This design comes from an exercise in tuning for small area, a short achievable clock period and few clock cycles per item on the open sky130 flow, not from production work.
Where RTL was checked, it was by simulation tests only, not by an equivalence proof against the original.
Power is estimated from default activity; no workload was simulated.

v6:
## FP16_div
module FP16_div(
    input [15:0]data_dividend,
    input [15:0]data_divisor,
    input input_valid,
    input clk,
    input rst,
    output [15:0]data_q,
    output reg output_update,
    output reg idle
    );
Size: roughly 53 I/O pins, roughly 5200 um2 of cells after synthesis.
==> module FP16_div, before the edit <==
module FP16_div(
    input [15:0]data_dividend,
    input [15:0]data_divisor,
    input input_valid,
    input clk,
    input rst,
    output [15:0]data_q,
    output reg output_update,
    output reg idle
    );
    reg found;               
    reg st;                  
    reg qr1, qr2;            
    reg s;                   
    reg rnd;                 
    reg [11:0] X;            
    reg [10:0] D;            
    reg [6:0] E;             
    reg [9:0] M;             
    wire busy = ~idle;
    wire load = input_valid & idle;
    wire [4:0] ea = data_dividend[14:10];
    wire [4:0] eb = data_divisor[14:10];
    wire ea_nz = |ea;
    wire eb_nz = |eb;
    wire [11:0] X_in = {1'b0, ea_nz, data_dividend[9:0]};
    wire [10:0] D_in = {eb_nz, data_divisor[9:0]};
    wire [6:0] E_in = {2'b00, ea} + {2'b00, ~eb} + {6'd0, ~ea_nz} + {6'd0, eb_nz} + 7'b1101111;    
    wire [11:0] nD = ~{1'b0, D};
    wire [11:0] X2 = {X[10:0], 1'b0};
    wire [11:0] A = X[11:0] + nD + 12'd1;                      
    wire [11:0] B = X2 + nD + 12'd1;                           
    wire [11:0] D2 = {D, 1'b0};
    wire [11:0] Dd = {1'b0, D};
    wire [11:0] X2c = {X[10:0], 1'b1};
    wire [11:0] cs_s = X2c ^ Dd ^ D2;
    wire [11:0] cs_c = (X2c & ~(Dd & D2)) | ~(Dd | D2);
    wire [11:0] C = cs_s + {cs_c[10:0], 1'b0} + 12'd1;         
    wire q1 = ~A[11];
    wire q2 = q1 ? ~C[11] : ~B[11];
    reg [10:0] P;            
    always @(*) begin
        case ({q1, q2})
            2'b00: P = {X[9:0], 1'b0};
            2'b01: P = B[10:0];
            2'b10: P = {A[9:0], 1'b0};
            default: P = C[10:0];
        endcase
    end
    wire Dz = ~|D;
    wire dn = ~D[10];
    wire signed [6:0] Es = E;
    wire e_ovf = Es >= 32;
    wire e31 = E == 7'd31;
    wire e_zero = Es <= -11;
    wire e_m10 = Es == -10;
    wire e_m9 = Es == -9;
    wire e_den = (Es >= -8) & (Es <= 0);
    wire e1 = E == 7'd1;
    wire e2 = E == 7'd2;
    wire [3:0] mk = 4'd2 - E[3:0];                    
    wire [10:0] marker = 11'd1 << mk;
    wire [6:0] Eadj = E + (dn ? 7'd1 : {6'b111111, qr2});
    reg f2;
    reg [6:0] E2;
    reg [10:0] M2;
    always @(*) begin
        f2 = 1'b1;
        E2 = E;
        M2 = {M[8:0], qr1, qr2};
        if (~found) begin
            if (e_den) begin
                E2 = 7'd0;
                M2 = marker | {9'd0, qr1, qr2};
            end else if (e1) begin
                E2 = {6'd0, qr1};
                M2 = {9'd0, 1'b1, qr2};
            end else if (e2) begin
                E2 = qr1 ? 7'd2 : {6'd0, qr2};
                M2 = {9'd0, qr1, qr1 ? qr2 : 1'b1};
            end else if (qr1) begin
                M2 = {9'd0, 1'b1, qr2};
            end else if (qr2) begin
                E2 = Eadj;
                M2 = 11'd1;
            end else begin
                E2 = Eadj;
                M2 = 11'd0;
                f2 = 1'b0;
            end
        end
    end
    wire ovf = Dz | (~dn & (st ? (~found & e31 & qr1) : e_ovf));
    wire zero = ~dn & ~st & e_zero;
    wire fin_b = ~dn & (st ? M2[10] : e_m10);         
    wire fin_a = ~dn & (st ? (M2[9] & ~M2[10]) : e_m9);          
    wire done = ovf | zero | fin_a | fin_b;
    always @(posedge clk) begin
        if (rst) begin
            idle <= 1'b1;
            output_update <= 1'b0;
        end else if (load) begin
            idle <= 1'b0;
            output_update <= 1'b0;
        end else begin
            idle <= idle | done;
            output_update <= busy & done;
        end
    end
    always @(posedge clk) begin
        if (load) begin
            X <= X_in;
            D <= D_in;
            st <= 1'b0;
        end else if (dn) begin
            D <= {D[9:0], 1'b0};
        end else begin
            X <= {P, 1'b0};
            st <= 1'b1;
        end
        qr1 <= q1;
        qr2 <= q2;
        rnd <= (fin_b & q1) | (fin_a & q2);
    end
    always @(posedge clk) begin
        if (load) begin
            s <= data_dividend[15] ^ data_divisor[15];
            E <= E_in;
            M <= 10'd0;
            found <= 1'b0;
        end else if (ovf) begin
            E <= 7'd30;
            M <= 10'h3ff;
        end else if (dn) begin
            E <= Eadj;
        end else if (~st) begin
            if (zero | fin_a | fin_b) begin
                E <= 7'd0;
                M <= {9'd0, fin_a & q1};
            end
        end else begin
            E <= E2;
            found <= f2;
            M <= fin_a ? {M2[8:0], q1} : M2[9:0];
        end
    end
    wire [14:0] EM = {E[4:0], M};
    wire sat = EM == 15'h7bff;
    wire [14:0] V = EM + {14'd0, rnd & ~sat};
    wire rzero = ~|{EM, rnd};
    assign data_q = {s & ~rzero, V};
endmodule
==> flow/config.mk <==
export PLATFORM = sky130hd
export DESIGN_NAME = FP16_div
export DESIGN_NICKNAME = FP16_div
export VERILOG_FILES = /design/flow/design.v
export SDC_FILE = /design/flow/constraint.sdc
export NUM_CORES = 4
export LEC_CHECK = 0
export CAP_MARGIN = 20
export CORE_MARGIN = 2
export CORE_UTILIZATION = 40
export SETUP_SLACK_MARGIN = 1.75
export SLEW_MARGIN = 20
==> flow/constraint.sdc <==
create_clock -name core_clock -period 5.0 [get_ports {clk}]
set_input_delay 1.0000 -clock core_clock [delete_from_list [all_inputs] [get_ports {clk}]]
set_output_delay 1.0000 -clock core_clock [all_outputs]
set_load 0.01 [all_outputs]
standard.sh (not shown) runs the stock make flow with config.mk's settings and CLKGATE_MAP_FILE= SYNTH_SCRIPT=/design/flow/synth_recipe.tcl, a recipe that flattens the netlist after the stock synthesis.
==> flow/flow/run.sh <==
#!/bin/bash
# Standard layout, with the port buffers made from buf_2 cells.
set -euo pipefail
export BUFFER_PORTS_ARGS="-buffer_cell sky130_fd_sc_hd__buf_2"
bash standard.sh > standard.log 2>&1
Input changes introduced in v7 (baseline for comparison: v6):
==> flow/design.v, changed modules only <==
module FP16_div(
    input [15:0]data_dividend,
    input [15:0]data_divisor,
    input input_valid,
    input clk,
    input rst,
    output [15:0]data_q,
    output reg output_update,
    output reg idle
    );
    reg found;               
    reg st;                  
    reg qr1, qr2;            
    reg s;                   
    reg rnd;                 
    reg [12:0] X;            
    reg [10:0] D;            
    reg [6:0] E;             
    reg [9:0] M;             
    wire busy = ~idle;
    wire load = input_valid & idle;
    wire [4:0] ea = data_dividend[14:10];
    wire [4:0] eb = data_divisor[14:10];
    wire ea_nz = |ea;
    wire eb_nz = |eb;
    wire [12:0] X_in = {2'b00, ea_nz, data_dividend[9:0]};
    wire [10:0] D_in = {eb_nz, data_divisor[9:0]};
    wire [6:0] E_in = {2'b00, ea} + {2'b00, ~eb} + {6'd0, ~ea_nz} + {6'd0, eb_nz} + 7'b1101111;    
    wire sub = ~X[12];
    wire [11:0] Dm = {1'b0, D} ^ {12{sub}};                    
    wire [11:0] X2 = {X[10:0], 1'b0};
    wire [11:0] Dd = {1'b0, D};
    wire [11:0] D2 = {D, 1'b0};
    wire [11:0] K = Dd ^ D2;
    wire [11:0] Pp = sub ? ~(Dd & D2) : (Dd | D2);
    wire [11:0] Gg = sub ? ~(Dd | D2) : (Dd & D2);
    wire [11:0] cs_s = X2 ^ K;
    wire [11:0] cs_c = (X2 & Pp) | Gg;
    wire [11:0] T1 = X[11:0] + Dm + {11'd0, sub};              
    wire [11:0] A = {X[10:0], 1'b0} + Dm + {11'd0, sub};       
    wire [11:0] B = cs_s + {cs_c[10:0], 1'b0} + {10'd0, sub, 1'b0};   
    wire q1 = ~T1[11];
    wire [11:0] T2 = (q1 == sub) ? B : A;
    wire q2 = ~T2[11];
    wire Dz = ~|D;
    wire dn = ~D[10];
    wire signed [6:0] Es = E;
    wire e_ovf = Es >= 32;
    wire e31 = E == 7'd31;
    wire e_zero = Es <= -11;
    wire e_m10 = Es == -10;
    wire e_m9 = Es == -9;
    wire e_den = (Es >= -8) & (Es <= 0);
    wire e1 = E == 7'd1;
    wire e2 = E == 7'd2;
    wire [3:0] mk = 4'd2 - E[3:0];                    
    wire [10:0] marker = 11'd1 << mk;
    wire [6:0] Eadj = E + (dn ? 7'd1 : {6'b111111, qr2});
    reg f2;
    reg [6:0] E2;
    reg [10:0] M2;
    always @(*) begin
        f2 = 1'b1;
        E2 = E;
        M2 = {M[8:0], qr1, qr2};
        if (~found) begin
            if (e_den) begin
                E2 = 7'd0;
                M2 = marker | {9'd0, qr1, qr2};
            end else if (e1) begin
                E2 = {6'd0, qr1};
                M2 = {9'd0, 1'b1, qr2};
            end else if (e2) begin
                E2 = qr1 ? 7'd2 : {6'd0, qr2};
                M2 = {9'd0, qr1, qr1 ? qr2 : 1'b1};
            end else if (qr1) begin
                M2 = {9'd0, 1'b1, qr2};
            end else if (qr2) begin
                E2 = Eadj;
                M2 = 11'd1;
            end else begin
                E2 = Eadj;
                M2 = 11'd0;
                f2 = 1'b0;
            end
        end
    end
    wire ovf = Dz | (~dn & (st ? (~found & e31 & qr1) : e_ovf));
    wire zero = ~dn & ~st & e_zero;
    wire fin_b = ~dn & (st ? M2[10] : e_m10);         
    wire fin_a = ~dn & (st ? (M2[9] & ~M2[10]) : e_m9);          
    wire done = ovf | zero | fin_a | fin_b;
    always @(posedge clk) begin
        if (rst) begin
            idle <= 1'b1;
            output_update <= 1'b0;
        end else if (load) begin
            idle <= 1'b0;
            output_update <= 1'b0;
        end else begin
            idle <= idle | done;
            output_update <= busy & done;
        end
    end
    always @(posedge clk) begin
        if (load) begin
            X <= X_in;
            D <= D_in;
            st <= 1'b0;
        end else if (dn) begin
            D <= {D[9:0], 1'b0};
        end else begin
            X <= {T2, 1'b0};
            st <= 1'b1;
        end
        qr1 <= q1;
        qr2 <= q2;
        rnd <= (fin_b & q1) | (fin_a & q2);
    end
    always @(posedge clk) begin
        if (load) begin
            s <= data_dividend[15] ^ data_divisor[15];
            E <= E_in;
            M <= 10'd0;
            found <= 1'b0;
        end else if (ovf) begin
            E <= 7'd30;
            M <= 10'h3ff;
        end else if (dn) begin
            E <= Eadj;
        end else if (~st) begin
            if (zero | fin_a | fin_b) begin
                E <= 7'd0;
                M <= {9'd0, fin_a & q1};
            end
        end else begin
            E <= E2;
            found <= f2;
            M <= fin_a ? {M2[8:0], q1} : M2[9:0];
        end
    end
    wire [14:0] EM = {E[4:0], M};
    wire sat = EM == 15'h7bff;
    wire [14:0] V = EM + {14'd0, rnd & ~sat};
    wire rzero = ~|{EM, rnd};
    assign data_q = {s & ~rzero, V};
endmodule
==> notes.md <==
| gate count of the mapped netlist | v7 vs v6 | 33 higher |. Sort v6 and v7 by clock-cell share of area asc -> top: v7. Changes observed in v7 relative to v6: flip-flop and latch count moved up, non-clock buffer count rose by about 12%, global-route wire length before repair shrank by about 3%, post-synthesis register bit count higher. Max worst setup timing slack at the placement stage across v6 and v7: v6. Side by side, fraction of final layout cells sized beyond drive strength 1 turned out lower in v7 than in v6. Compared v7 vs v6, and routing usage on met2 is down in v7. Relative to v6, the critical path depth of v7 is higher by 2. Per the comparison of v7 with v6, inverter count of the layout excluding clock inverters higher, reported net switching power higher, post-CTS resize count lower, area after synthesis higher.
Testbench counts of v7, summed over its fixed seeds: cycles 51,570, items 8,000.
Function not checked in v6: the RTL went through the layout flow alone.

## what the ideal ports hide
How much do the figures lean on ideal ports? The routed layouts below were timed once more, with nothing changed but the port constraints.
Step 1 (the two cells are an assumption about what drives the block):
set clk [get_ports {clk}]
set_driving_cell -lib_cell sky130_fd_sc_hd__clkbuf_16 $clk
set_driving_cell -lib_cell sky130_fd_sc_hd__buf_2 [delete_from_list [all_inputs] $clk]
Step 2 moves the port delays by t, midway between the first and last clock arrival at a register: inputs arrive t later, outputs are due t later. That takes back most of the time a late clock gives input paths.
Slacks: no drivers / after step 1 / after step 2; pairs: no drivers / after step 1.
| run | shift t [ns] | setup slack, ns | latest minus earliest clock arrival (ns) | worst data-port slew with drivers (ns) |
|---|---|---|---|---|
| v6 | 0.339 | 1.752 / 1.727 / 1.576 | 0.010 / 0.010 | 0.03 |
| v7 | 0.342 | 1.749 / 1.749 / 1.604 | 0.015 / 0.015 | 0.03 |
After both steps every run listed still meets setup and hold. For v6, which loses most, drivers alone change the setup slack by -0.025 ns; drivers and shift together by -0.176 ns.
